Source: an optimization exercise on an open RTL-to-GDS flow (aim: small area, a short achievable clock period and few clock cycles per item). Production flows keep margins and buffers that such runs may drop. No run shown here included a check of the RTL's function; only the layout flow was run.

**design.v**
```verilog
module register_param #(
    parameter BIT_LENGTH = 2048
) (
    input clk, rst,
    input load,
    input [BIT_LENGTH - 1 : 0] parIn,
    output reg [BIT_LENGTH - 1 : 0] parOut
);
    always@(posedge clk, posedge rst) begin
        if (rst == 1)
            parOut <= 0;
        else begin
            if (load == 1)
                parOut <= parIn;
        end
    end
endmodule
module adder #(
    parameter BIT_LENGTH = 32
) (
    input signed [BIT_LENGTH - 1 : 0] in1, in2,
    input mode,  
    output signed [BIT_LENGTH - 1 : 0] out
);
    assign out = (mode == 1) ? (in1 + in2) : (in1 - in2);
endmodule
module upCounterRE #(
    parameter BIT_LENGTH = 16
) (
    input clk, rst,
    input init_cnt, en_cnt,
    output reg [BIT_LENGTH - 1 : 0] count
);
    always @(posedge clk, posedge rst) begin
        if (rst == 1)
            count <= 0;
        else begin
            if (init_cnt == 1)
                count <= 0;
            else if (en_cnt == 1)
                count <= count + 1;
        end
    end
endmodule
module cordic_linear_DP #(
    parameter FLOAT_SIZE = 24,
    parameter INT_SIZE = 8
) (
    input clk, rst,
    input signed [INT_SIZE + FLOAT_SIZE - 1:0] x, y, z,
    input mode,
    input loadX, loadY, loadZ,loadMode,
    input sel_input, adder_mode,
    input init_cnt, en_cnt,
    output signed [INT_SIZE + FLOAT_SIZE - 1:0] x_out, y_out, z_out,
    output co, phi
);
    wire signed [INT_SIZE + FLOAT_SIZE - 1:0] y_in, z_in;
    wire signed [INT_SIZE + FLOAT_SIZE - 1:0] out_adder_y, out_adder_z;
    assign y_in = (sel_input == 1) ? y : out_adder_y; 
    assign z_in = (sel_input == 1) ? z : out_adder_z; 
    register_param #(.BIT_LENGTH(INT_SIZE + FLOAT_SIZE)) X_Reg(
        .clk(clk),
        .rst(rst),
        .load(loadX),
        .parIn(x),
        .parOut(x_out)
    );
    register_param #(.BIT_LENGTH(INT_SIZE + FLOAT_SIZE)) Y_Reg(
        .clk(clk),
        .rst(rst),
        .load(loadY),
        .parIn(y_in),
        .parOut(y_out)
    );
    register_param #(.BIT_LENGTH(INT_SIZE + FLOAT_SIZE)) Z_Reg(
        .clk(clk),
        .rst(rst),
        .load(loadZ),
        .parIn(z_in),
        .parOut(z_out)
    );
    wire mode_val;
    register_param #(.BIT_LENGTH(1)) M_Reg(
        .clk(clk),
        .rst(rst),
        .load(loadMode),
        .parIn(mode),
        .parOut(mode_val)
    );
    wire [$clog2(FLOAT_SIZE) : 0] iter;
    upCounterRE #(.BIT_LENGTH($clog2(FLOAT_SIZE) + 1)) Iter_Count(
        .clk(clk),
        .rst(rst),
        .init_cnt(init_cnt),
        .en_cnt(en_cnt),
        .count(iter)
    );
    assign co = (iter == (FLOAT_SIZE)) ? 1'b1 : 1'b0;
    wire signed [INT_SIZE + FLOAT_SIZE - 1:0] x_shift, one, one_shift;
    assign x_shift = x >>> iter;
    assign one = { {(INT_SIZE-1){1'b0}}, 1'b1, {(FLOAT_SIZE){1'b0}} }; 
    assign one_shift = one >>> iter;
    adder #(.BIT_LENGTH(INT_SIZE + FLOAT_SIZE)) Y_Adder(
        .in1(y_out),
        .in2(x_shift),
        .mode(adder_mode),
        .out(out_adder_y)
    );
    adder #(.BIT_LENGTH(INT_SIZE + FLOAT_SIZE)) Z_Adder(
        .in1(z_out),
        .in2(one_shift),
        .mode(~adder_mode),
        .out(out_adder_z)
    );
    wire phi_rotate, phi_vector; 
    assign phi_rotate = (z_out[INT_SIZE + FLOAT_SIZE - 1] == 1) ? 1'b0 : 1'b1;
    assign phi_vector = (y_out[INT_SIZE + FLOAT_SIZE - 1] == 1) ? 1'b1 : 1'b0;
    assign phi = (mode_val == 1) ? phi_vector : phi_rotate;
endmodule
module cordic_linear_CU (
    input clk, rst,
    input start,
    input co, phi,
    output reg loadX, loadY, loadZ,loadMode,
    output reg sel_input, adder_mode,
    output reg init_cnt, en_cnt,
    output reg done
);
    parameter [1:0] IDLE = 0, INIT = 1, CALC = 2, DONE = 3;
    reg [1:0] ps, ns;
    always @(ps, start, co) begin
        case (ps)
            IDLE: ns = (start == 1) ? INIT : IDLE;
            INIT: ns = (start == 1 ) ? INIT : CALC;
            CALC: ns = (co == 1) ? DONE : CALC;
            DONE: ns = IDLE;
            default: ns = IDLE;
        endcase
    end
    always @(ps, phi) begin
        loadX = 0;
        loadY = 0;
        loadZ = 0;
        loadMode = 0;
        sel_input = 0;
        adder_mode = 0;
        init_cnt = 0;
        en_cnt = 0;
        done = 0;
        case (ps)
            IDLE: ;
            INIT: begin
                init_cnt = 1;
                loadX = 1;
                loadY = 1;
                loadZ = 1;
                loadMode = 1;
                sel_input = 1;
            end
            CALC: begin
                adder_mode = phi;
                en_cnt = 1;
                sel_input = 0;
                loadY = 1;
                loadZ = 1;
            end 
            DONE: done = 1;
            default: ;
        endcase
    end
    always @(posedge clk or posedge rst) begin
        if (rst == 1)
            ps <= IDLE;
        else 
            ps <= ns;
    end
endmodule
module cordic_linear #(
    parameter FLOAT_SIZE = 24,
    parameter INT_SIZE = 8
) (
    input clk, rst,
    input start,
    input signed [INT_SIZE + FLOAT_SIZE - 1:0] x, y, z,
    input mode,
    output signed [INT_SIZE + FLOAT_SIZE - 1:0] x_out, y_out, z_out,
    output done
);
    wire loadX, loadY, loadZ, loadMode;
    wire sel_input, adder_mode;
    wire init_cnt, en_cnt;
    wire co, phi;
    cordic_linear_DP #(.FLOAT_SIZE(FLOAT_SIZE), .INT_SIZE(INT_SIZE)) DP (
        .clk(clk),
        .rst(rst),
        .x(x),
        .y(y),
        .z(z),
        .mode(mode),
        .loadX(loadX),
        .loadY(loadY),
        .loadZ(loadZ),
        .loadMode(loadMode),
        .sel_input(sel_input),
        .adder_mode(adder_mode),
        .init_cnt(init_cnt),
        .en_cnt(en_cnt),
        .x_out(x_out),
        .y_out(y_out),
        .z_out(z_out),
        .co(co),
        .phi(phi)
    );
    cordic_linear_CU CU (
        .clk(clk),
        .rst(rst),
        .start(start),
        .co(co),
        .phi(phi),
        .loadX(loadX),
        .loadY(loadY),
        .loadZ(loadZ),
        .loadMode(loadMode),
        .sel_input(sel_input),
        .adder_mode(adder_mode),
        .init_cnt(init_cnt),
        .en_cnt(en_cnt),
        .done(done)
    );
endmodule
module reciprocal_float_DP (
    input clk, rst,
    input [31:0] x,
    input loadE, loadM, loadS,
    input selE, start_cordic,
    output [31:0] out,
    output done_cordic, zero_flag
);
    wire [7:0] E_val, E_in;
    wire [7:0] out_sub, E_reg_in;
    assign E_in = x[30:23];
    register_param #(.BIT_LENGTH(8)) E_Reg(
        .clk(clk),
        .rst(rst),
        .load(loadE),
        .parIn(E_reg_in),
        .parOut(E_val)
    );
    wire [22:0] M_val, M_in;
    assign M_in = x[22:0];
    register_param #(.BIT_LENGTH(23)) M_Reg(
        .clk(clk),
        .rst(rst),
        .load(loadM),
        .parIn(M_in),
        .parOut(M_val)
    );
    wire S_val, S_in;
    assign S_in = x[31];
    register_param #(.BIT_LENGTH(1)) S_Reg(
        .clk(clk),
        .rst(rst),
        .load(loadS),
        .parIn(S_in),
        .parOut(S_val)
    );
    assign E_reg_in = (selE == 1) ? E_in : out_sub;
    wire frac_zero;
    assign frac_zero = ~(|M_val);
    wire cin;
    assign cin = (frac_zero == 1) ? 1'b1 : 1'b0;
    assign out_sub = $unsigned(8'd253) - $unsigned(E_val) + cin;
    localparam FLOAT_SIZE = 24;
    localparam INT_SIZE = 2;
    wire signed [INT_SIZE + FLOAT_SIZE - 1:0] x_in, z, y;
    assign y = { {(INT_SIZE-1){1'b0}}, 1'b1, {(FLOAT_SIZE){1'b0}} };  
    assign z = {(INT_SIZE + FLOAT_SIZE){1'b0}};  
    assign x_in = { 2'b01, M_val, 1'b0};
    wire mode;
    assign mode = 1'b1;  
    wire signed [INT_SIZE + FLOAT_SIZE - 1:0] x_out, y_out, z_out;
    cordic_linear #(.FLOAT_SIZE(FLOAT_SIZE), .INT_SIZE(INT_SIZE)) Cordic_core(
        .clk(clk),
        .rst(rst),
        .start(start_cordic),
        .x(x_in),
        .y(y),
        .z(z),
        .mode(mode),
        .x_out(x_out),
        .y_out(y_out),
        .z_out(z_out),
        .done(done_cordic)
    );
    assign out = {S_val, E_val, z_out[22:0] };
    wire exp_zero;
    assign exp_zero = ~(|E_val);
    assign zero_flag = exp_zero && frac_zero;
endmodule
module reciprocal_float_CU (
    input clk, rst,
    input start,
    input done_cordic, zero_input,
    output reg loadE, loadM, loadS,
    output reg selE, start_cordic,
    output reg done, zero_flag
);
    parameter [2:0] IDLE = 0, INIT = 1, EXP = 2, CALC = 3, ZERO = 4;
    reg [2:0] ps, ns;
    always @(ps, start, zero_input, done_cordic) begin
        case (ps)
            IDLE: ns = (start == 1) ? INIT : IDLE;
            INIT: ns = (start == 1) ? INIT : EXP;
            EXP: ns = (zero_input == 1) ? ZERO : CALC;
            CALC: ns = (done_cordic == 1) ? IDLE : CALC;
            ZERO: ns = IDLE; 
            default: ns = IDLE;
        endcase
    end
    always @(ps, done_cordic, zero_input) begin
        loadE = 0;
        loadM = 0;
        loadS = 0;
        selE = 0;
        start_cordic = 0;
        done = 0;
        zero_flag = 0;
        case (ps)
            IDLE: ;
            INIT: begin
                selE = 1;
                loadE = 1;
                loadM = 1;
                loadS = 1;
            end 
            EXP: begin
                loadE = 1;
                start_cordic = ~zero_input;  
            end
            CALC: done = done_cordic;
            ZERO: begin
                done = 1;
                zero_flag = 1;
            end
            default: ;
        endcase
    end
    always @(posedge clk or posedge rst) begin
        if (rst == 1)
            ps <= IDLE;
        else 
            ps <= ns;
    end
endmodule
module reciprocal_float(
    input clk, rst,
    input start,
    input [31:0] x,
    output [31:0] out,
    output done, zero_flag
);
    localparam NC = 11;          
    localparam W = 29;           
    reg busy, done_r;
    reg [3:0] cnt;
    reg [22:0] xm_r;             
    reg [22:0] m_r;
    reg [W-1:0] r;
    reg s_r, zf_r, p24_r;
    reg [7:0] e_r;
    wire [22:0] clr_a, clr_b;    
    genvar k;
    generate
        for (k = 0; k < 23; k = k + 1) begin : dec
            if (k % 2 == 1) begin
                assign clr_a[k] = (cnt == (k - 1) / 2);
                assign clr_b[k] = 1'b0;
            end else begin
                assign clr_a[k] = 1'b0;
                assign clr_b[k] = (k >= 2) && (cnt == (k - 2) / 2);
            end
        end
    endgenerate
    wire [W-1:0] xm0 = {{(W-25){1'b0}}, 1'b1, xm_r, 1'b0};
    wire [W-1:0] xm1 = {{(W-25){1'b0}}, 1'b1, xm_r & ~clr_a, 1'b0};
    wire p0 = ~r[W-1];
    wire [W-1:0] t0;
    wire [W:0] tt0 = {r, 1'b1} + {xm0 ^ {W{p0}}, p0};
    assign t0 = tt0[W:1];
    wire [W-1:0] r1 = {t0[W-2:0], p0};
    wire p1 = ~r1[W-1];
    wire [W-1:0] t1;
    wire [W:0] tt1 = {r1, 1'b1} + {xm1 ^ {W{p1}}, p1};
    assign t1 = tt1[W:1];
    wire [W-1:0] r2 = {t1[W-2:0], p1};
    wire [23:0] y2 = 24'h800000 - {1'b0, x[22:0]};
    always @(posedge clk or posedge rst) begin
        if (rst) begin
            busy <= 1'b0;
            done_r <= 1'b0;
        end else begin
            done_r <= busy && (cnt == NC - 1);
            if (!busy)
                busy <= start;
            else if (cnt == NC - 1)
                busy <= 1'b0;
        end
    end
    always @(posedge clk) begin
        cnt <= busy ? cnt + 4'd1 : 4'd0;
        r <= busy ? r2 : {{(W-26){y2[23]}}, y2, 2'b00};
        xm_r <= busy ? xm_r & ~clr_a & ~clr_b : {x[22:1], 1'b0};
        p24_r <= ~t1[W-1];
        m_r <= x[22:0];
        s_r <= x[31];
        zf_r <= ~(|x[30:0]);
        e_r <= ~x[30:23] - 8'd2 + {7'd0, ~(|m_r)};
    end
    assign done = done_r;
    assign zero_flag = zf_r;
    assign out = {s_r, e_r, r[20:0], p24_r, 1'b1};
endmodule
```
**run.sh**
```bash
#!/bin/bash
# synth_recipe.tcl (not shown) runs the flow's synth.tcl, then flattens the netlist and writes it again
# the make line also repeats each setting of config.mk as NAME=value (left out here)
make -C /OpenROAD-flow-scripts/flow DESIGN_CONFIG=/design/flow/config.mk WORK_HOME=/design/flow/orfs CLKGATE_MAP_FILE= SYNTH_SCRIPT=/design/flow/synth_recipe.tcl finish
```
**config.mk**
```make
export PLATFORM = sky130hd
export DESIGN_NAME = reciprocal_float
export DESIGN_NICKNAME = reciprocal_float
export VERILOG_FILES = /design/flow/design.v
export SDC_FILE = /design/flow/constraint.sdc
export NUM_CORES = 4
export LEC_CHECK = 0
export CAP_MARGIN = 20
export CORE_MARGIN = 2
export CORE_UTILIZATION = 40
export SETUP_SLACK_MARGIN = 5
export SLEW_MARGIN = 20
```
**constraint.sdc**
```tcl
create_clock -name core_clock -period 11.0 [get_ports {clk}]
set_input_delay 2.2000 -clock core_clock [delete_from_list [all_inputs] [get_ports {clk}]]
set_output_delay 2.2000 -clock core_clock [all_outputs]
set_load 0.01 [all_outputs]
```
==> reports/results.ini, run 1 <==
[outcome]
status = timing/DRC/antenna clean

[final_layout]
area_growth_pct = 17.1
num_antenna_cells = 0
regArea_sq_um = 1830
drive_gt1_share_pct = 5.88
multi_input_area_sq_um = 4230
nets = 907
num-fill-cells = 1524
final_cells = 1032

[placement]
dp.cells = 1012
io_buffer_count = 67
hpwl_microns = 14000
gp_congestion = 0.895

[yosys]
synth_top_area_share_pct = 27.6
syn_nets = 866
yosysTopAreaCell = dfxtp_1
synth.most_common_cell = dfxtp_1
yosysSeqAreaShare_pct = 28.4
synthFlopType = dfxtp_1
synth.cell_area_sq_um = 6450
yosys-top-cells-count = dfxtp_1, xnor2_1, a21oi_1, ha_1, nand2_1
yosysWarnings = 1
synth.distinct_cells = 70
synthTopCellsByArea = dfxtp_1, ha_1, xnor2_1, a21oi_1, xor2_1
synth_edf_count = 0
synthArstFlopShare_pct = 2.20
avgSynthCellArea_sq_um = 8.37
synth-seq-cells = 91
syn_inst = 770

[clock_tree]
cts_buffers = 9
clock-sinks = 91
h-tree-depth = 3
ctsLongestPathBuffers = 2
cts_tree = done
ctsResizeCount = 0
insertion_delay_ps = 340
clk_pin_slew_ps = 60
root_buffer = clkbuf_16

[floorplan]
rows = 46
core_area_sq_um = 15800
die-width_microns = 131
initial_core_util_pct = 40.7
die-area_sq_um = 17200
dieHeight_microns = 131
io_pins = 69

[sta]
rsz0062_at_grt = false
slew_viol_final = 0
setup_viol = 0
period_share_pct = 49.3
tightest_slew_ps = 841
max_freq_mhz = 184
final.setup.tns_ps = 0
hold_violations = 0
clock_skew_ps = 4.41
slew_headroom_pct = 43.9
min_period_ps = 5420

[detailed_routing]
ant_nets = 0
routedWlPerCell_microns = 16.9
drc = 0
via_per_inst = 5.26
dr.first_iter.drc_count = 273
vias = 5429
drt-pass1-iter-count = 5
finalWirelength_microns = 17400

[global_route]
grt_max_degree = 82
grt_pass1_vias = 5358
grt_overflow_total = 0
antenna_found_initial = 0
grt_usage_pct = 21.0
grt_pass1_wl_microns = 27800

[setup_path]
cp_cell_sequence = buf_4 > xnor2_1 > ha_1 > a211o_1 > a221o_1 > o2111ai_2 > nand2_2 > nor2_2 > xor2_4 > buf_4 > xor2_1 > ha_1 > inv_1 > o21bai_1 > a21oi_1 > nor3b_1 > o21ai_1 > a32oi_1 > nor2_1 > a211o_1 > xnor2_1 > o21ai_0
crit_fanout = 28
rr_endpoint = r[26]
end_kind = flip-flop
crit_start = r[28]
cp_top_family = compound AO/OA/AOI/OAI gates
timing.rr.start = r[28]
path_class = flip-flop to flip-flop
r2r_slack_ps = 5580
crit_arrival_ps = 5610
rr_worst_depth = 22
crit_cells = 22
max_stage_delay_ps = 390
worst-path-buf-inv = 3
cp_slowest_cell = buf_4
critPathLaunchType = flip-flop
crit_path_end = r[26]
worstPathRequired_ps = 11190

[min_path]
holdCritPathClass = flip-flop to flip-flop

[flow_run]
max_cap_viol_count = 0

==> per-layer routing <==
| metal | track usage [%] | up-vias | part of all wire (%) | wire length (microns) |
|---|---|---|---|---|
| li1 | - | 2771 | - | - |
| met1 | 29.2 | 2524 | 48 | 8430 |
| met2 | 34.1 | 119 | 46 | 7960 |
| met3 | 2.61 | 15 | 4.1 | 714 |
| met4 | 6.76 | 0 | 1.7 | 288 |
| met5 | 0 | - | 0 | 0 |
==> per-stage QoR <==
stage | hold WS (ps) | worst slack [ps] | cell area, sq um | util [%]
finish | 491 | 5580 | 7550 | 47.7
global route | 525 | 5060 | 7550 | 47.7
CTS | 493 | 5030 | 7500 | 47.4
detailed placement | 478 | 5050 | 7160 | 45.2
global placement | 463 | 5220 | 7160 | 45.2
floorplan | 445 | 5760 | 6450 | -
==> worst reg2reg max path: cells and delay by family, from the launching register on <==
family / cells / cell delay [ps]
adders and majority gates: 2 / 680
DFF: 1 / 310
buffers and inverters: 3 / 770
and+or+nand+nor: 4 / 670
AOI/OAI and AO/OA: 9 / 2090
xor gates and xnor gates: 4 / 760
==> sequential cells by signal, indices dropped and copies added (netlist names) <==
name	flops
busy	1
cnt	4
done_r	1
e_r	8
m_r	23
p24_r	1
r	29
s_r	1
xm_r	22
zf_r	1
==> final cells by class <==
cell class | count | area share, %
Timing Repair Buffer | 73 | 9.74
Tap cell | 216 | 3.58
Clock inverter | 5 | 1.46
Sequential cell | 91 | 24.3
Clock buffer | 11 | 3.08
Multi-Input combinational cell | 599 | 56.0
Inverter | 37 | 1.84
==> repair_timing <==
action	4_1_cts	5_1_grt
setup endpoints to repair	0	4
buffers inserted	0	3
hold buffers	0	0
==> worst min path at each step <==
stage,from,endpoint,slack [ps],depth (start not counted)
2_1_floorplan,cnt[0],cnt[0],440,1
3_3_place_gp,cnt[0],cnt[0],460,1
3_5_place_dp,cnt[0],cnt[0],480,1
4_1_cts,cnt[0],cnt[0],490,1
5_1_grt,cnt[0],cnt[0],530,1
6_report,cnt[0],cnt[0],490,1
==> cells in the final DEF (no fill, tap or decap), types with 13 or more instances in the layout <==
master / n
a21o_1: 23
a21oi_1: 76
clkdlybuf4s50_1: 67
dfxtp_1: 89
ha_1: 61
inv_1: 36
nand2_1: 58
nand3_1: 28
nand4_1: 13
nor2_1: 45
nor3_1: 16
nor4_1: 13
o21ai_0: 45
xnor2_1: 81
xor2_1: 34
==> cell families (layout without fill, tap and decap cells) <==
kind of cell,count (synthesis),after routing,synth area share (%)
fa+ha+maj,63,63,12.2
mux,3,3,0.485
other cells,1,1,0.0582
compound gates,203,203,20.5
xor+xnor,117,117,16.1
flops,91,91,28.4
buf+inv,80,126,6.15
simple gates,212,212,16.1
==> run 2, diff against run 1 <==
--- a/config.mk
+++ b/config.mk
@@ -8,5 +8,4 @@
 export CAP_MARGIN = 20
 export CORE_MARGIN = 2
 export CORE_UTILIZATION = 40
-export SETUP_SLACK_MARGIN = 5
 export SLEW_MARGIN = 20
==> reports/results.ini, run 2 <==
[yosys]
synth.cell_area_sq_um = 6450  ; unchanged
synthSimpleGateAreaFrac_pct = 16.1  ; unchanged
synthMuxAreaShare_pct = 0.485  ; unchanged
synth_xor_area_share_pct = 16.1  ; unchanged
syn_inst = 770  ; unchanged
synth_top_area_share_pct = 27.6  ; unchanged
yosysWarnings = 1  ; unchanged
synth_top_family_by_area = compound AO/OA/AOI/OAI gates  ; unchanged
synth-seq-cells = 91  ; unchanged
synthArstFlopShare_pct = 2.20  ; unchanged
synth_compound_area_share_pct = 20.5  ; unchanged
synth.distinct_cells = 70  ; unchanged
yosysSeqAreaShare_pct = 28.4  ; unchanged
yosys-top-cells-count = dfxtp_1, xnor2_1, a21oi_1, ha_1, nand2_1  ; unchanged
synthAdderAreaFrac_pct = 12.2  ; unchanged
avgSynthCellArea_sq_um = 8.37  ; unchanged
syn_nets = 866  ; unchanged
synthFlopType = dfxtp_1  ; unchanged
synth_edf_count = 0  ; unchanged
synth.most_common_cell = dfxtp_1  ; unchanged
synthTopCellsByArea = dfxtp_1, ha_1, xnor2_1, a21oi_1, xor2_1  ; unchanged
yosysTopAreaCell = dfxtp_1  ; unchanged

[setup_path]
rr_worst_depth = 22  ; unchanged
crit_fanout = 28  ; unchanged
worstPathRequired_ps = 11190  ; about the same
timing.rr.start = r[28]  ; unchanged
max_stage_delay_ps = 500  ; was 390 ps
path_common_cell = xnor2_1
critPathLaunchType = flip-flop  ; unchanged
crit_start = r[28]  ; unchanged
cp_cell_sequence = buf_4 > xnor2_1 > ha_1 > a211o_1 > a221o_1 > o2111ai_2 > nand2_2 > nor2_2 > xor2_4 > buf_16 > xnor2_1 > ha_1 > a21oi_1 > o21bai_1 > a21oi_1 > nor3b_1 > o21ai_1 > a32oi_1 > nor2_1 > a211o_1 > xnor2_1 > o21ai_0  ; was buf_4 > xnor2_1 > ha_1 > a211o_1 > a221o_1 > o2111ai_2 > nand2_2 > nor2_2 > xor2_4 > buf_4 > xor2_1 > ha_1 > inv_1 > o21bai_1 > a21oi_1 > nor3b_1 > o21ai_1 > a32oi_1 > nor2_1 > a211o_1 > xnor2_1 > o21ai_0
end_kind = flip-flop  ; unchanged
crit_arrival_ps = 5860  ; was 5610 ps
cp_slowest_cell = xor2_4  ; was buf_4
path_class = flip-flop to flip-flop  ; unchanged

[clock_tree]
ctsResizeCount = 0  ; unchanged
clock-sinks = 91  ; unchanged
cts_buffers = 9  ; unchanged
insertion_delay_ps = 340  ; about the same
root_buffer = clkbuf_16  ; unchanged
cts_hold_buf = 0  ; unchanged
post_cts_buffers = 0  ; unchanged
cts_tree = done  ; unchanged
ctsLongestPathBuffers = 2  ; unchanged
clk_pin_slew_ps = 60  ; about the same
h-tree-depth = 3  ; unchanged

[final_layout]
final_common_cell = dfxtp_1  ; unchanged
top_regs = r (29), m_r (23), xm_r (22)  ; unchanged
largest_reg_flops = 29  ; unchanged
area_growth_pct = 16.8  ; was 17.1%
num-fill-cells = 1523  ; was 1524
drive_gt1_share_pct = 5.54  ; was 5.88%
largest-register = r  ; unchanged
mostFrequentLayoutCells = dfxtp_1, xnor2_1, a21oi_1  ; unchanged
num_antenna_cells = 0  ; unchanged
nets = 904  ; was 907
post-route-util_pct = 47.6  ; was 47.7%

[min_path]
holdCritPathClass = flip-flop to flip-flop  ; unchanged
holdCritStartpoint = cnt[0]  ; unchanged
hold_path_depth = 1  ; unchanged

[detailed_routing]
finalWirelength_microns = 17400  ; about the same
routedWlPerCell_microns = 16.9  ; about the same
ant_nets = 0  ; unchanged
via_per_inst = 5.28  ; was 5.26
drc = 0  ; unchanged
vias = 5435  ; was 5429
drt-pass1-iter-count = 5  ; unchanged
dr.first_iter.drc_count = 263  ; was 273

[placement]
io_buffer_count = 67  ; unchanged
gp_congestion = 0.895  ; unchanged
hpwl_microns = 14000  ; unchanged
pre_cts_ws_ps = 5050  ; unchanged

[floorplan]
dieHeight_microns = 131  ; unchanged
initial_core_util_pct = 40.7  ; unchanged
io_pins = 69  ; unchanged
die-width_microns = 131  ; unchanged
die-area_sq_um = 17200  ; unchanged
core_area_sq_um = 15800  ; unchanged
rows = 46  ; unchanged

[global_route]
antenna_found_initial = 0  ; unchanged
grt_overflow_total = 0  ; unchanged
grt_pass1_wl_microns = 27800  ; unchanged
grt_pass1_vias = 5358  ; unchanged
grt_usage_pct = 21.0  ; unchanged
grt_max_degree = 82  ; unchanged

[outcome]
status = timing/DRC/antenna clean  ; unchanged

[sta]
period_share_pct = 51.6  ; was 49.3%
hold_violations = 0  ; unchanged
slew_headroom_pct = 42.6  ; was 43.9%
max_freq_mhz = 176  ; was 184 MHz
slew_viol_final = 0  ; unchanged
clock_skew_ps = 4.27  ; was 4.41 ps
min_period_ps = 5680  ; was 5420 ps
tightest_slew_ps = 860  ; was 841 ps
layout_setup_ws_ps = 5320  ; was 5580 ps
rsz0062_at_grt = false  ; unchanged
timing.hold.ws_ps = 491  ; about the same
setup_viol = 0  ; unchanged
final.setup.tns_ps = 0  ; unchanged

[flow_run]
max_cap_viol_count = 0  ; unchanged

-- run 2: cell count changes in the layout (fill, tap and decap cells not counted) --
| cell | previous run | this run |
|---|---|---|
| buf_4 | 5 | 2 |
-- run 2: worst paths after layout --
check / slack (ps) / to
max in group asynchronous: 8890 / busy
min in group asynchronous: 1990 / done_r
max reg2reg: 5320 / r[26]
min reg2reg: 490 / cnt[0]
max: 5320 / r[26]
min: 490 / cnt[0]
-- run 2: stage by stage --
stage               cells  instance area [sq um]
detailed placement   1012                   7160
floorplan             770                   6450
finish               1029                   7530
global placement     1012                   7160
global route         1029                   7530
CTS                  1028                   7500
-- run 2: kinds of logic after synthesis --
| logic type | Yosys count |
|---|---|
| adder cells (fa/ha/maj) | 63 |
| XOR/XNOR | 117 |
| other | 1 |
| AND/OR/NAND/NOR | 212 |
| flip-flops | 91 |
| multiplexers | 3 |
| buffers and inverters | 80 |
| AO/OA/AOI/OAI | 203 |
-- run 2: final cells by class --
class                   count  area (sq um)  area share, %
clock inverters             5           110           1.46
well taps                 216           270           3.59
flip-flops and latches     91          1830           24.3
multi-input cells         599          4230           56.2
clock buffers              11           233           3.09
repair buffers             70           713           9.47
inverters                  37           139           1.84
-- run 2: worst max-delay path, delay by kind of cell (launching register included) --
| family | cells | cell delay, ps |
|---|---|---|
| flops | 1 | 310 |
| compound gates | 10 | 2290 |
| simple gates | 4 | 670 |
| buf+inv | 2 | 630 |
| fa+ha+maj | 2 | 680 |
| xor+xnor | 4 | 900 |
-- run 2: layer usage --
layer,routed length (microns),GRT usage (%),vias up
met2,7910,34.1,118
li1,-,-,2769
met1,8460,29.2,2533
met3,707,2.61,15
met5,0,0,-
met4,288,6.76,0
==> run 3, diff against run 2 <==
==> flow/run.sh (new file) <==
#!/bin/bash
# The standard layout (standard.sh, unchanged synthesis), with repair_timing
# aiming below the clock period and, where set, smaller port buffers.
set -euo pipefail
bash standard.sh SETUP_SLACK_MARGIN=7 'BUFFER_PORTS_ARGS=-buffer_cell sky130_fd_sc_hd__buf_1' finish > standard_flow.log 2>&1
==> standard.sh (new file) <==
#!/bin/bash
# synth_recipe.tcl (not shown) runs the flow's synth.tcl, then flattens the netlist and writes it again
# the make line also repeats each setting of config.mk as NAME=value (left out here)
make -C /OpenROAD-flow-scripts/flow DESIGN_CONFIG=/design/flow/config.mk WORK_HOME=/design/flow/orfs CLKGATE_MAP_FILE= SYNTH_SCRIPT=/design/flow/synth_recipe.tcl "${@:-finish}"
removed: run.sh
==> reports/results.ini, run 3 <==
[final_layout]
final_cells = 1109  ; was 1029
num_antenna_cells = 0  ; unchanged
post-route-util_pct = 53.7  ; was 47.6%
mostFrequentLayoutCells = dfxtp_1, buf_1, xnor2_1  ; was dfxtp_1, xnor2_1, a21oi_1
num-fill-cells = 1427  ; was 1523
design_area_sq_um = 8500  ; was 7530 sq um
largest_reg_flops = 29  ; unchanged
top_regs = r (29), m_r (23), xm_r (22)  ; unchanged
largest-register = r  ; unchanged
area_growth_pct = 31.8  ; was 16.8%
drive_gt1_share_pct = 26.1  ; was 5.54%
nets = 984  ; was 904
final_common_cell = dfxtp_1  ; unchanged

[clock_tree]
cts_buffers = 9  ; unchanged
clk_pin_slew_ps = 70  ; was 60 ps
root_buffer = clkbuf_16  ; unchanged
cts_hold_buf = 0  ; unchanged
clock-sinks = 91  ; unchanged
cts_tree = done  ; unchanged
ctsLongestPathBuffers = 2  ; unchanged
insertion_delay_ps = 360  ; was 340 ps
h-tree-depth = 3  ; unchanged

[yosys]
synthArstFlopShare_pct = 2.20  ; unchanged
synth_edf_count = 0  ; unchanged
syn_inst = 770  ; unchanged
synth_top_family_by_area = compound AO/OA/AOI/OAI gates  ; unchanged
yosysTopAreaCell = dfxtp_1  ; unchanged
synth.distinct_cells = 70  ; unchanged
synthFlopType = dfxtp_1  ; unchanged
syn_nets = 866  ; unchanged
synth_top_area_share_pct = 27.6  ; unchanged
synthMuxAreaShare_pct = 0.485  ; unchanged
synth.cell_area_sq_um = 6450  ; unchanged
synth_compound_area_share_pct = 20.5  ; unchanged
synth.most_common_cell = dfxtp_1  ; unchanged
synthTopCellsByArea = dfxtp_1, ha_1, xnor2_1, a21oi_1, xor2_1  ; unchanged
yosysWarnings = 1  ; unchanged
yosysSeqAreaShare_pct = 28.4  ; unchanged
yosys-top-cells-count = dfxtp_1, xnor2_1, a21oi_1, ha_1, nand2_1  ; unchanged
avgSynthCellArea_sq_um = 8.37  ; unchanged
synth_xor_area_share_pct = 16.1  ; unchanged
synth-seq-cells = 91  ; unchanged
synthAdderAreaFrac_pct = 12.2  ; unchanged
synthSimpleGateAreaFrac_pct = 16.1  ; unchanged

[placement]
dp.cells = 1013  ; was 1012
placed_area_sq_um = 6790  ; was 7160 sq um
hpwl_microns = 13600  ; was 14000 microns
gp_congestion = 0.910  ; was 0.895
pre_cts_ws_ps = 5200  ; was 5050 ps
io_buffer_count = 67  ; unchanged

[sta]
rsz0062_at_grt = true  ; was false
clock_skew_ps = 9.78  ; was 4.27 ps
slew_headroom_pct = 41.2  ; was 42.6%
final.setup.tns_ps = 0  ; unchanged
tightest_slew_ps = 882  ; was 860 ps
setup_viol = 0  ; unchanged
max_freq_mhz = 211  ; was 176 MHz
hold_violations = 0  ; unchanged
min_period_ps = 4740  ; was 5680 ps
period_share_pct = 43.1  ; was 51.6%
slew_viol_final = 0  ; unchanged
layout_setup_ws_ps = 6260  ; was 5320 ps
timing.hold.ws_ps = 494  ; was 491 ps

[min_path]
holdCritStartpoint = cnt[0]  ; unchanged
holdCritPathClass = flip-flop to flip-flop  ; unchanged

[setup_path]
timing.rr.start = r[28]  ; unchanged
cp_cell_sequence = buf_12 > clkinvlp_4 > ha_4 > o211ai_1 > a21oi_2 > o211ai_1 > a21oi_2 > o21a_1 > o21a_1 > o21a_2 > buf_4 > a31oi_1 > nor2_1 > xnor2_1 > ha_2 > o21ai_1 > nand2b_1 > a21oi_1 > o21bai_1 > maj3_2 > a31oi_2 > xor2_1 > o21ai_1  ; was buf_4 > xnor2_1 > ha_1 > a211o_1 > a221o_1 > o2111ai_2 > nand2_2 > nor2_2 > xor2_4 > buf_16 > xnor2_1 > ha_1 > a21oi_1 > o21bai_1 > a21oi_1 > nor3b_1 > o21ai_1 > a32oi_1 > nor2_1 > a211o_1 > xnor2_1 > o21ai_0
crit_start = r[28]  ; unchanged
crit_arrival_ps = 4960  ; was 5860 ps
rr_worst_depth = 23  ; was 22
cp_slowest_cell = dfxtp_4  ; was xor2_4
crit_path_end = r[28]  ; was r[26]
path_class = flip-flop to flip-flop  ; unchanged
critPathLaunchType = flip-flop  ; unchanged
rr_endpoint = r[28]  ; was r[26]
max_stage_delay_ps = 450  ; was 500 ps
end_kind = flip-flop  ; unchanged
crit_fanout = 6  ; was 28
r2r_slack_ps = 6260  ; was 5320 ps
worstPathRequired_ps = 11210  ; was 11190 ps

[floorplan]
core_area_sq_um = 15800  ; unchanged
initial_core_util_pct = 40.7  ; unchanged
io_pins = 69  ; unchanged
die-area_sq_um = 17200  ; unchanged
rows = 46  ; unchanged
die-width_microns = 131  ; unchanged
dieHeight_microns = 131  ; unchanged

[detailed_routing]
routedWlPerCell_microns = 17.7  ; was 16.9 microns
dr.first_iter.drc_count = 364  ; was 263
via_per_inst = 5.44  ; was 5.28
ant_nets = 0  ; unchanged
drc = 0  ; unchanged
drt-pass1-iter-count = 5  ; unchanged
finalWirelength_microns = 19700  ; was 17400 microns
vias = 6029  ; was 5435

[global_route]
grt_util_met1_pct = 30.4  ; was 29.2%
antenna_found_initial = 0  ; unchanged
grt_overflow_total = 0  ; unchanged
grt_usage_pct = 22.6  ; was 21.0%
grt_pass1_vias = 5804  ; was 5358
top_usage_layer = met2  ; unchanged
grtUsageMet2_pct = 36.5  ; was 34.1%
grt_pass1_wl_microns = 29800  ; was 27800 microns
grt_max_degree = 82  ; unchanged
gr-usage-met3_pct = 2.85  ; was 2.61%

[outcome]
status = timing/DRC/antenna clean  ; unchanged

[flow_run]
max_cap_viol_count = 0  ; unchanged

run 3: logic make-up after synthesis:
family,Yosys count
buffers and inverters,80
flip-flops,91
XOR/XNOR,117
AND/OR/NAND/NOR,212
adder cells (fa/ha/maj),63
AO/OA/AOI/OAI,203
multiplexers,3
other,1
run 3: metal layers:
layer  routed length, microns  part of all wire, %
met4                      644                  3.3
met1                     8890                   45
met3                      909                  4.6
met2                     9210                   47
met5                        0                    0
run 3: layout make-up:
class | count | area [sq um] | share of cell area [%]
sequential | 91 | 1840 | 21.6
timing repair buffer | 150 | 1030 | 12.1
clock inverter | 7 | 57.6 | 0.677
inverter | 37 | 143 | 1.68
tap | 216 | 270 | 3.18
multi-input combinational | 599 | 4930 | 58.1
clock buffer | 9 | 225 | 2.65
run 3: timing repair:
| action | CTS | global route |
|---|---|---|
| cloned | 2 | 0 |
| pin swaps | 83 | 64 |
| setup buffers | 60 | 18 |
| gates resized for setup | 74 | 72 |
| endpoints found under the setup margin | 27 | 25 |
run 3: worst max-delay path, delay by kind of cell (launching register included):
| family | cells | cell delay [ps] |
|---|---|---|
| adders and majority gates | 3 | 890 |
| buffers and inverters | 3 | 500 |
| xor gates and xnor gates | 2 | 340 |
| and+or+nand+nor | 2 | 160 |
| AOI/OAI and AO/OA | 13 | 2250 |
| DFF | 1 | 450 |
run 3: worst min-delay path by stage:
stage                  end  slack [ps]  cells past startpoint
floorplan           cnt[0]         440                      1
global placement    cnt[0]         470                      1
detailed placement  cnt[0]         480                      1
CTS                 cnt[0]         500                      1
global route        cnt[0]         550                      1
finish              cnt[0]         490                      1
==> run 4, diff against run 3 <==
==> flow/run.sh (replaced) <==
#!/bin/bash
# The standard layout (standard.sh, unchanged synthesis), with repair_timing
# aiming below the clock period and, where set, smaller port buffers.
set -euo pipefail
bash standard.sh SETUP_SLACK_MARGIN=7 finish > standard_flow.log 2>&1
==> reports/results.ini, run 4 <==
[outcome]
status = timing/DRC/antenna clean  ; unchanged

[clock_tree]
ctsLongestPathBuffers = 2  ; unchanged
cts_tree = done  ; unchanged
root_buffer = clkbuf_16  ; unchanged
clk_pin_slew_ps = 80  ; was 70 ps
cts_buffers = 9  ; unchanged
insertion_delay_ps = 360  ; about the same
clock-sinks = 91  ; unchanged
h-tree-depth = 3  ; unchanged

[yosys]
yosysSeqAreaShare_pct = 28.4  ; unchanged
synthTopCellsByArea = dfxtp_1, ha_1, xnor2_1, a21oi_1, xor2_1  ; unchanged
synthFlopType = dfxtp_1  ; unchanged
synth-seq-cells = 91  ; unchanged
synth_top_area_share_pct = 27.6  ; unchanged
syn_inst = 770  ; unchanged
yosysTopAreaCell = dfxtp_1  ; unchanged
synth_edf_count = 0  ; unchanged
synth.cell_area_sq_um = 6450  ; unchanged
avgSynthCellArea_sq_um = 8.37  ; unchanged
yosysWarnings = 1  ; unchanged
syn_nets = 866  ; unchanged
yosys-top-cells-count = dfxtp_1, xnor2_1, a21oi_1, ha_1, nand2_1  ; unchanged
synthArstFlopShare_pct = 2.20  ; unchanged
synth.distinct_cells = 70  ; unchanged
synth.most_common_cell = dfxtp_1  ; unchanged

[detailed_routing]
drc = 0  ; unchanged
finalWirelength_microns = 19400  ; was 19700 microns
drt-pass1-iter-count = 4  ; was 5
via_per_inst = 5.32  ; was 5.44
ant_nets = 0  ; unchanged
vias = 5803  ; was 6029
wl_met3_microns = 788  ; was 909 microns
wl_met2_microns = 9100  ; was 9210 microns
dr.max_layer_used = met4  ; unchanged
dr.first_iter.drc_count = 323  ; was 364
routedWlPerCell_microns = 17.8  ; was 17.7 microns
wl_met1_microns = 9130  ; was 8890 microns

[sta]
clock_skew_ps = 12.1  ; was 9.78 ps
slew_headroom_pct = 39.9  ; was 41.2%
final.setup.tns_ps = 0  ; unchanged
max_freq_mhz = 205  ; was 211 MHz
rsz0062_at_grt = true  ; unchanged
timing.hold.ws_ps = 485  ; was 494 ps
period_share_pct = 44.3  ; was 43.1%
tightest_slew_ps = 901  ; was 882 ps
slew_viol_final = 0  ; unchanged
setup_viol = 0  ; unchanged
layout_setup_ws_ps = 6130  ; was 6260 ps
hold_violations = 0  ; unchanged
min_period_ps = 4870  ; was 4740 ps

[floorplan]
io_pins = 69  ; unchanged
rows = 46  ; unchanged
core_area_sq_um = 15800  ; unchanged
initial_core_util_pct = 40.7  ; unchanged
die-width_microns = 131  ; unchanged
die-area_sq_um = 17200  ; unchanged
dieHeight_microns = 131  ; unchanged

[placement]
placed_area_sq_um = 7210  ; was 6790 sq um
hpwl_microns = 14000  ; was 13600 microns
gp_congestion = 0.892  ; was 0.910
pre_cts_ws_ps = 5580  ; was 5200 ps
dp.cells = 1013  ; unchanged
io_buffer_count = 67  ; unchanged

[setup_path]
max_stage_delay_ps = 380  ; was 450 ps
cp_cell_sequence = buf_12 > xnor2_1 > ha_2 > a211o_1 > a221o_1 > o2111ai_2 > nand2_2 > nor2_4 > xor2_4 > buf_12 > xor2_1 > ha_1 > inv_2 > o21bai_1 > a21oi_2 > nor3b_2 > o21ai_1 > a32oi_2 > o21bai_2 > a31oi_1 > xor2_1 > o21ai_1  ; was buf_12 > clkinvlp_4 > ha_4 > o211ai_1 > a21oi_2 > o211ai_1 > a21oi_2 > o21a_1 > o21a_1 > o21a_2 > buf_4 > a31oi_1 > nor2_1 > xnor2_1 > ha_2 > o21ai_1 > nand2b_1 > a21oi_1 > o21bai_1 > maj3_2 > a31oi_2 > xor2_1 > o21ai_1
critPathLaunchType = flip-flop  ; unchanged
crit_fanout = 7  ; was 6
end_kind = flip-flop  ; unchanged
worstPathRequired_ps = 11220  ; was 11210 ps
path_class = flip-flop to flip-flop  ; unchanged
cp_slowest_cell = dfxtp_4  ; unchanged
crit_arrival_ps = 5090  ; was 4960 ps

[final_layout]
drive_gt1_share_pct = 20.9  ; was 26.1%
post-route-util_pct = 53.7  ; about the same
final_common_cell = dfxtp_1  ; unchanged
area_growth_pct = 31.9  ; was 31.8%
design_area_sq_um = 8510  ; was 8500 sq um
top_regs = r (29), m_r (23), xm_r (22)  ; unchanged
mostFrequentLayoutCells = dfxtp_1, xnor2_1, clkdlybuf4s50_1  ; was dfxtp_1, buf_1, xnor2_1
final_cells = 1090  ; was 1109
largest_reg_flops = 29  ; unchanged
largest-register = r  ; unchanged
num_antenna_cells = 0  ; unchanged
nets = 965  ; was 984

[global_route]
antenna_found_initial = 0  ; unchanged
grt_max_degree = 82  ; unchanged
grt_usage_pct = 22.7  ; was 22.6%
grt_pass1_wl_microns = 29600  ; was 29800 microns
grt_overflow_total = 0  ; unchanged
grt_pass1_vias = 5611  ; was 5804

[min_path]
holdCritPathClass = flip-flop to flip-flop  ; unchanged

[flow_run]
max_cap_viol_count = 0  ; unchanged

## run 4: cell count changes in the layout (fill, tap and decap cells not counted), sizes merged
| cell | change |
|---|---|
| bufinv | +2 |
| clkbuf | +1 |
| buf | -87 |
| clkdlybuf4s50 | +67 |
| clkinv | -2 |
## run 4: metal layers
layer	vias up	GRT usage [%]
li1	2905	-
met1	2739	30.7
met2	129	37.6
met3	30	3.34
met4	0	6.51
met5	-	0
## run 4: cell type report
cell class,count,area (sq um)
repair buffers,131,1290
flip-flops and latches,91,1840
well taps,216,270
fillers,1434,7320
multi-input cells,599,4640
inverters,37,143
clock inverters,7,105
clock buffers,9,225
## run 4: worst paths after layout
check | from | cells after the start | slack [ps] | end
setup / recovery | r[28] | 22 | 6130 | r[28]
hold / removal | cnt[0] | 1 | 480 | cnt[0]
setup reg to reg | r[28] | 22 | 6130 | r[28]
hold reg to reg | cnt[0] | 1 | 480 | cnt[0]
max in group asynchronous | rst | 2 | 8900 | busy
min in group asynchronous | rst | 2 | 1990 | done_r
## run 4: kinds of logic after synthesis
group	after synthesis	synth area share [%]
AOI/OAI and AO/OA	203	20.5
xor gates and xnor gates	117	16.1
adders and majority gates	63	12.2
buffers and inverters	80	6.15
DFF	91	28.4
muxes	3	0.485
other	1	0.0582
and+or+nand+nor	212	16.1
## run 4: repair_timing
| action | CTS | global route |
|---|---|---|
| pin swaps | 37 | 41 |
| gates resized for setup | 49 | 42 |
| cloned | 3 | 1 |
| hold buffers | 0 | 0 |
| setup buffers | 39 | 18 |
| setup endpoints to repair | 28 | 26 |
## run 4: worst max-delay path, delay by kind of cell, from the launching register on
kind                       cells  cell delay, ps
AOI/OAI and AO/OA             10            2040
xor gates and xnor gates       4             750
adders and majority gates      2             620
and+or+nand+nor                3             460
buffers and inverters          3             440
DFF                            1             380
==> run 5, diff against run 4 <==
--- a/design.v
+++ b/design.v
@@ -24,6 +24,32 @@
 );
     assign out = (mode == 1) ? (in1 + in2) : (in1 - in2);
 endmodule
+module pfx_add #(parameter W = 30) (
+    input [W-1:0] a, b,
+    input cin,
+    output [W-1:0] s
+);
+    localparam L = $clog2(W + 1);
+    wire [W:0] g [0:L];
+    wire [W:0] p [0:L];
+    assign g[0] = {a & b, cin};
+    assign p[0] = {a ^ b, 1'b0};
+    genvar l, i;
+    generate
+        for (l = 0; l < L; l = l + 1) begin : lv
+            for (i = 0; i <= W; i = i + 1) begin : b
+                if ((i >> l) & 1) begin
+                    assign g[l+1][i] = g[l][i] | (p[l][i] & g[l][((i >> l) << l) - 1]);
+                    assign p[l+1][i] = p[l][i] & p[l][((i >> l) << l) - 1];
+                end else begin
+                    assign g[l+1][i] = g[l][i];
+                    assign p[l+1][i] = p[l][i];
+                end
+            end
+        end
+    endgenerate
+    assign s = p[0][W:1] ^ g[L][W-1:0];
+endmodule
 module upCounterRE #(
     parameter BIT_LENGTH = 16
 ) (
@@ -386,13 +412,11 @@
     wire [W-1:0] xm1 = {{(W-25){1'b0}}, 1'b1, xm_r & ~clr_a, 1'b0};
     wire p0 = ~r[W-1];
     wire [W-1:0] t0;
-    wire [W:0] tt0 = {r, 1'b1} + {xm0 ^ {W{p0}}, p0};
-    assign t0 = tt0[W:1];
+    pfx_add #(.W(W)) ad0 (.a(r), .b(xm0 ^ {W{p0}}), .cin(p0), .s(t0));
     wire [W-1:0] r1 = {t0[W-2:0], p0};
     wire p1 = ~r1[W-1];
     wire [W-1:0] t1;
-    wire [W:0] tt1 = {r1, 1'b1} + {xm1 ^ {W{p1}}, p1};
-    assign t1 = tt1[W:1];
+    pfx_add #(.W(W)) ad1 (.a(r1), .b(xm1 ^ {W{p1}}), .cin(p1), .s(t1));
     wire [W-1:0] r2 = {t1[W-2:0], p1};
     wire [23:0] y2 = 24'h800000 - {1'b0, x[22:0]};
     always @(posedge clk or posedge rst) begin
==> run.sh (new file) <==
#!/bin/bash
# synth_recipe.tcl (not shown) runs the flow's synth.tcl, then flattens the netlist and writes it again
# the make line also repeats each setting of config.mk as NAME=value (left out here)
make -C /OpenROAD-flow-scripts/flow DESIGN_CONFIG=/design/flow/config.mk WORK_HOME=/design/flow/orfs CLKGATE_MAP_FILE= SYNTH_SCRIPT=/design/flow/synth_recipe.tcl finish
removed: flow/run.sh
removed: standard.sh
==> reports/results.ini, run 5 <==
[outcome]
status = timing/DRC/antenna clean  ; unchanged

[clock_tree]
clock-sinks = 91  ; unchanged
clk_pin_slew_ps = 60  ; was 80 ps
ctsLongestPathBuffers = 2  ; unchanged
root_buffer = clkbuf_16  ; unchanged
h-tree-depth = 3  ; unchanged
post_cts_buffers = 0  ; was 39
cts_buffers = 9  ; unchanged
cts_tree = done  ; unchanged
ctsResizeCount = 0  ; was 49
cts_hold_buf = 0  ; unchanged
insertion_delay_ps = 350  ; was 360 ps

[detailed_routing]
routedWlPerCell_microns = 16.4  ; was 17.8 microns
finalWirelength_microns = 15400  ; was 19400 microns
dr.first_iter.drc_count = 243  ; was 323
vias = 4938  ; was 5803
drc = 0  ; unchanged
drt-pass1-iter-count = 4  ; unchanged
via_per_inst = 5.24  ; was 5.32
ant_nets = 0  ; unchanged

[setup_path]
cp_top_family = compound AO/OA/AOI/OAI gates  ; unchanged
crit_fanout = 27  ; was 7
crit_start = r[28]  ; unchanged
worst-path-buf-inv = 3  ; unchanged
max_stage_delay_ps = 670  ; was 380 ps
cp_slowest_cell = a2111oi_0  ; was dfxtp_4
timing.rr.start = r[28]  ; unchanged
cp_cell_sequence = buf_4 > inv_1 > ha_1 > nand2b_1 > o21ai_4 > a41oi_4 > o41ai_4 > a31oi_4 > o21ai_4 > xor2_4 > buf_4 > xnor2_1 > ha_1 > a2111oi_0 > o311ai_0 > and4_1 > o2111ai_2 > a21oi_2 > o211a_1 > or3_1 > a31o_1  ; was buf_12 > xnor2_1 > ha_2 > a211o_1 > a221o_1 > o2111ai_2 > nand2_2 > nor2_4 > xor2_4 > buf_12 > xor2_1 > ha_1 > inv_2 > o21bai_1 > a21oi_2 > nor3b_2 > o21ai_1 > a32oi_2 > o21bai_2 > a31oi_1 > xor2_1 > o21ai_1
crit_arrival_ps = 6400  ; was 5090 ps
worstPathRequired_ps = 11250  ; was 11220 ps
path_class = flip-flop to flip-flop  ; unchanged
end_kind = flip-flop  ; unchanged
critPathLaunchType = flip-flop  ; unchanged

[yosys]
synth.cell_area_sq_um = 6140  ; was 6450 sq um
synth_edf_count = 0  ; unchanged
yosysTopAreaCell = dfxtp_1  ; unchanged
synthSimpleGateAreaFrac_pct = 16.9  ; was 16.1%
synth.distinct_cells = 62  ; was 70
syn_nets = 808  ; was 866
synth_xor_area_share_pct = 15.6  ; was 16.1%
yosys-top-cells-count = dfxtp_1, xnor2_1, ha_1, nand2_1, a21oi_1  ; was dfxtp_1, xnor2_1, a21oi_1, ha_1, nand2_1
synth_compound_area_share_pct = 16.7  ; was 20.5%
synthFlopType = dfxtp_1  ; unchanged
avgSynthCellArea_sq_um = 8.69  ; was 8.37 sq um
syn_inst = 707  ; was 770
yosysWarnings = 2  ; was 1
synth-seq-cells = 91  ; unchanged
synthTopCellsByArea = dfxtp_1, ha_1, xnor2_1, a21oi_1, xor2_1  ; unchanged
yosysSeqAreaShare_pct = 29.8  ; was 28.4%
synthArstFlopShare_pct = 2.20  ; unchanged
synth_top_family_by_area = simple AND/OR/NAND/NOR gates  ; was compound AO/OA/AOI/OAI gates
synth.most_common_cell = dfxtp_1  ; unchanged
synthAdderAreaFrac_pct = 14.2  ; was 12.2%
synthMuxAreaShare_pct = 0.326  ; was 0.485%
synth_top_area_share_pct = 29.0  ; was 27.6%

[final_layout]
drive_gt1_share_pct = 4.91  ; was 20.9%
top_regs = r (29), m_r (23), xm_r (22)  ; unchanged
regArea_sq_um = 1830  ; was 1840 sq um
final_common_cell = dfxtp_1  ; unchanged
largest-register = r  ; unchanged
multi_input_area_sq_um = 3920  ; was 4640 sq um
largest_reg_flops = 29  ; unchanged
area_growth_pct = 16.3  ; was 31.9%
mostFrequentLayoutCells = dfxtp_1, xnor2_1, clkdlybuf4s50_1  ; unchanged
num_antenna_cells = 0  ; unchanged
nets = 850  ; was 965
design_area_sq_um = 7140  ; was 8510 sq um
num-fill-cells = 1500  ; was 1434

[sta]
max_freq_mhz = 162  ; was 205 MHz
slew_viol_final = 0  ; unchanged
setup_viol = 0  ; unchanged
slew_headroom_pct = 36.4  ; was 39.9%
min_period_ps = 6150  ; was 4870 ps
final.setup.tns_ps = 0  ; unchanged
clock_skew_ps = 8.11  ; was 12.1 ps
rsz0062_at_grt = false  ; was true
period_share_pct = 55.9  ; was 44.3%
hold_violations = 0  ; unchanged
tightest_slew_ps = 945  ; was 901 ps

[floorplan]
io_pins = 69  ; unchanged
initial_core_util_pct = 40.7  ; about the same
rows = 45  ; was 46
die-area_sq_um = 16400  ; was 17200 sq um
die-width_microns = 128  ; was 131 microns
dieHeight_microns = 128  ; was 131 microns
core_area_sq_um = 15100  ; was 15800 sq um

[global_route]
grt_overflow_total = 0  ; unchanged
grt_max_degree = 52  ; was 82
grt_pass1_wl_microns = 24800  ; was 29600 microns
antenna_found_initial = 0  ; unchanged
grt_pass1_vias = 4891  ; was 5611
grt_usage_pct = 19.6  ; was 22.7%

[min_path]
holdCritPathClass = flip-flop to flip-flop  ; unchanged
holdCritStartpoint = cnt[0]  ; unchanged

[placement]
io_buffer_count = 67  ; unchanged
hpwl_microns = 12400  ; was 14000 microns
gp_congestion = 0.857  ; was 0.892
placed_area_sq_um = 6840  ; was 7210 sq um

[flow_run]
max_cap_viol_count = 0  ; unchanged

-- run 5: cell count changes in the layout (fill, tap and decap cells not counted), sizes merged, moves of 4 or more --
cell | before | now
buf | 63 | 4
o21ai | 52 | 46
fa | 0 | 6
a31oi | 7 | 1
nand4 | 13 | 8
a21oi | 77 | 48
nand3 | 28 | 34
xor2 | 35 | 26
a21o | 25 | 10
o21bai | 9 | 5
-- run 5: cell type report --
type,instances,area share [%]
Multi-Input combinational cell,536,54.8
Clock inverter,5,0.876
Sequential cell,91,25.7
Tap cell,188,3.29
Inverter,40,2.10
Clock buffer,11,3.40
Timing Repair Buffer,71,9.81
-- run 5: metrics by stage --
step | std cells | hold WS, ps | utilization, % | setup WS (ps)
floorplan | 707 | 445 | - | 4840
global placement | 926 | 466 | 45.3 | 5000
detailed placement | 926 | 490 | 45.3 | 4810
CTS | 942 | 504 | 47.3 | 4770
global route | 942 | 538 | 47.3 | 4230
finish | 942 | 503 | 47.3 | 4850
-- run 5: final timing paths --
check | to | slack (ps) | cells after the start
max | r[27] | 4850 | 21
min | cnt[0] | 500 | 1
max reg2reg | r[27] | 4850 | 21
min reg2reg | cnt[0] | 500 | 1
max in group asynchronous | busy | 8890 | 2
min in group asynchronous | done_r | 1990 | 2
-- run 5: metal layers --
layer,share of wire (%),GRT usage (%)
met1,47,25.0
met2,48,33.4
met3,3.3,2.92
met4,2.2,7.37
met5,0,0
-- run 5: cell families after synthesis --
| logic type | after synthesis |
|---|---|
| adder cells (fa/ha/maj) | 66 |
| multiplexers | 2 |
| XOR/XNOR | 107 |
| other | 1 |
| flip-flops | 91 |
| AND/OR/NAND/NOR | 213 |
| AO/OA/AOI/OAI | 147 |
| buffers and inverters | 80 |
==> run 6, diff against run 5 <==
--- a/config.mk
+++ b/config.mk
@@ -8,4 +8,5 @@
 export CAP_MARGIN = 20
 export CORE_MARGIN = 2
 export CORE_UTILIZATION = 40
+export SETUP_SLACK_MARGIN = 5
 export SLEW_MARGIN = 20
==> reports/results.ini, run 6 <==
[outcome]
status = timing/DRC/antenna clean  ; unchanged

[placement]
dp.cells = 926  ; unchanged
gp_congestion = 0.865  ; was 0.857
hpwl_microns = 12400  ; about the same
io_buffer_count = 67  ; unchanged

[yosys]
synth_top_family_by_area = simple AND/OR/NAND/NOR gates  ; unchanged
yosysSeqAreaShare_pct = 29.8  ; unchanged
synthArstFlopShare_pct = 2.20  ; unchanged
synth_edf_count = 0  ; unchanged
synth-seq-cells = 91  ; unchanged
avgSynthCellArea_sq_um = 8.69  ; unchanged
yosys-top-cells-count = dfxtp_1, xnor2_1, ha_1, nand2_1, a21oi_1  ; unchanged
synth.most_common_cell = dfxtp_1  ; unchanged
yosysWarnings = 2  ; unchanged
synth.cell_area_sq_um = 6140  ; unchanged
synthMuxAreaShare_pct = 0.326  ; unchanged
synth_top_area_share_pct = 29.0  ; unchanged
synthAdderAreaFrac_pct = 14.2  ; unchanged
synthFlopType = dfxtp_1  ; unchanged
synth_xor_area_share_pct = 15.6  ; unchanged
synthTopCellsByArea = dfxtp_1, ha_1, xnor2_1, a21oi_1, xor2_1  ; unchanged
synthSimpleGateAreaFrac_pct = 16.9  ; unchanged
syn_nets = 808  ; unchanged
syn_inst = 707  ; unchanged
synth_compound_area_share_pct = 16.7  ; unchanged
yosysTopAreaCell = dfxtp_1  ; unchanged
synth.distinct_cells = 62  ; unchanged

[global_route]
antenna_found_initial = 0  ; unchanged
grt_max_degree = 53  ; was 52
grt_overflow_total = 0  ; unchanged
grt_usage_pct = 19.8  ; was 19.6%
grt_pass1_vias = 4976  ; was 4891
grt_pass1_wl_microns = 25200  ; was 24800 microns

[min_path]
holdCritPathClass = flip-flop to flip-flop  ; unchanged
hold_path_depth = 1  ; unchanged
holdCritStartpoint = cnt[0]  ; unchanged

[sta]
hold_violations = 0  ; unchanged
slew_viol_final = 0  ; unchanged
period_share_pct = 52.1  ; was 55.9%
slew_headroom_pct = 40.0  ; was 36.4%
min_period_ps = 5730  ; was 6150 ps
clock_skew_ps = 12.6  ; was 8.11 ps
tightest_slew_ps = 892  ; was 945 ps
rsz0062_at_grt = false  ; unchanged
max_freq_mhz = 175  ; was 162 MHz
final.setup.tns_ps = 0  ; unchanged
setup_viol = 0  ; unchanged

[setup_path]
critPathLaunchType = flip-flop  ; unchanged
worstPathRequired_ps = 11230  ; was 11250 ps
crit_start = r[28]  ; unchanged
end_kind = flip-flop  ; unchanged
crit_arrival_ps = 5960  ; was 6400 ps
rr_worst_depth = 27  ; was 21
crit_fanout = 14  ; was 27
timing.rr.start = r[28]  ; unchanged
path_class = flip-flop to flip-flop  ; unchanged

[final_layout]
final_common_cell = dfxtp_1  ; unchanged
largest_reg_flops = 29  ; unchanged
final_cells = 948  ; was 942
num_antenna_cells = 0  ; unchanged
top_regs = r (29), m_r (23), xm_r (22)  ; unchanged
area_growth_pct = 17.7  ; was 16.3%
drive_gt1_share_pct = 6.58  ; was 4.91%
nets = 856  ; was 850
mostFrequentLayoutCells = dfxtp_1, xnor2_1, clkdlybuf4s50_1  ; unchanged
largest-register = r  ; unchanged

[clock_tree]
insertion_delay_ps = 360  ; was 350 ps
cts_tree = done  ; unchanged
h-tree-depth = 3  ; unchanged
cts_hold_buf = 0  ; unchanged
clk_pin_slew_ps = 60  ; about the same
clock-sinks = 91  ; unchanged
root_buffer = clkbuf_16  ; unchanged
ctsLongestPathBuffers = 2  ; unchanged
cts_buffers = 9  ; unchanged

[floorplan]
die-area_sq_um = 16400  ; unchanged
rows = 45  ; unchanged
die-width_microns = 128  ; unchanged
core_area_sq_um = 15100  ; unchanged
io_pins = 69  ; unchanged
dieHeight_microns = 128  ; unchanged
initial_core_util_pct = 40.7  ; unchanged

[detailed_routing]
ant_nets = 0  ; unchanged
vias = 5013  ; was 4938
drc = 0  ; unchanged
dr.first_iter.drc_count = 246  ; was 243
finalWirelength_microns = 15800  ; was 15400 microns
via_per_inst = 5.29  ; was 5.24
drt-pass1-iter-count = 4  ; unchanged
routedWlPerCell_microns = 16.7  ; was 16.4 microns

[flow_run]
max_cap_viol_count = 0  ; unchanged

[run 6: cell counts after synthesis]
Identical to the previous run, type by type.
[run 6: final timing paths]
kind	endpoint	slack, ps
max in group asynchronous	busy	8890
hold reg to reg	cnt[0]	480
setup reg to reg	r[28]	5270
setup / recovery	r[28]	5270
min in group asynchronous	busy	2000
hold / removal	cnt[0]	480
[run 6: worst max-delay path: stages (launching register included)]
cell and delay [ps]:
dfxtp_2 390, buf_12 180, clkinvlp_4 120, buf_4 150, ha_1 170, nor2_1 260
o21ai_4 100, a41oi_4 290, nor2_1 100, o31ai_1 280, a21boi_0 190, o21a_1 240
o21a_1 210, o21a_1 210, nor2_2 160, xnor2_1 90, ha_1 220, a21oi_2 150
nor2b_1 80, o21a_1 180, o41a_1 340, nand3_1 90, nand2_1 80, a221o_1 360
or3_1 380, o22ai_2 150, mux2i_1 90, or3_1 340
[run 6: what timing repair did]
item                                    4_1_cts  5_1_grt
gates resized for setup                       4       12
pin swaps                                     0        4
endpoints found under the setup margin       16       20
gates cloned                                  0        1
buffers inserted                              0        5
[run 6: cell families after synthesis]
kind of cell    count (synthesis)
compound gates                147
xor+xnor                      107
fa+ha+maj                      66
buf+inv                        80
flops                          91
mux                             2
other cells                     1
simple gates                  213
[run 6: layout make-up]
type / count / area (sq um)
tap: 188 / 235
clock buffer: 10 / 229
timing repair buffer: 77 / 783
multi-input combinational: 536 / 3940
clock inverter: 6 / 48.8
fill: 1473 / 7860
inverter: 40 / 159
sequential: 91 / 1830
[run 6: layer usage]
metal | vias to the layer above | track usage (%) | wire length [microns]
met4 | 0 | 7.82 | 320
li1 | 2532 | - | -
met5 | - | 0 | 0
met2 | 111 | 33.6 | 7600
met3 | 22 | 3.59 | 602
met1 | 2348 | 25.0 | 7290
[run 6: metrics by stage]
stage          utilization, %  instance area [sq um]  hold WS (ps)  worst slack, ps
3_5_place_dp             45.3                   6840           476             4730
2_1_floorplan               -                   6140           445             5040
3_3_place_gp             45.3                   6840           466             4980
6_report                 47.9                   7230           485             5270
4_1_cts                  47.2                   7130           494             5010
5_1_grt                  47.9                   7230           511             4990

port drivers added, routing unchanged:
How much do the figures lean on ideal ports? The routed layouts below were timed once more, with nothing changed but the port constraints.
Step 1 (the two cells are an assumption about what drives the block):
set clk [get_ports {clk}]
set_driving_cell -lib_cell sky130_fd_sc_hd__clkbuf_16 $clk
set_driving_cell -lib_cell sky130_fd_sc_hd__buf_2 [delete_from_list [all_inputs] $clk]
Step 2 also shifts input and output timing later by t, the mid clock arrival at the registers, as if the neighbouring blocks saw the same clock.
Slacks: ideal ports / drivers / drivers and shift; pairs: ideal ports / drivers.
run	shift t [ns]	slack for setup (ns)	pins driven straight from the clock port
run 1	0.383	5.578 / 5.578 / 5.578	1
run 2	0.383	5.324 / 5.324 / 5.324	1
run 3	0.395	6.257 / 6.257 / 6.257	1
run 4	0.396	6.129 / 6.129 / 6.129	1
run 5	0.389	4.846 / 4.846 / 4.846	1
run 6	0.394	5.274 / 5.274 / 5.274	1
After both steps every run listed still meets setup and hold.
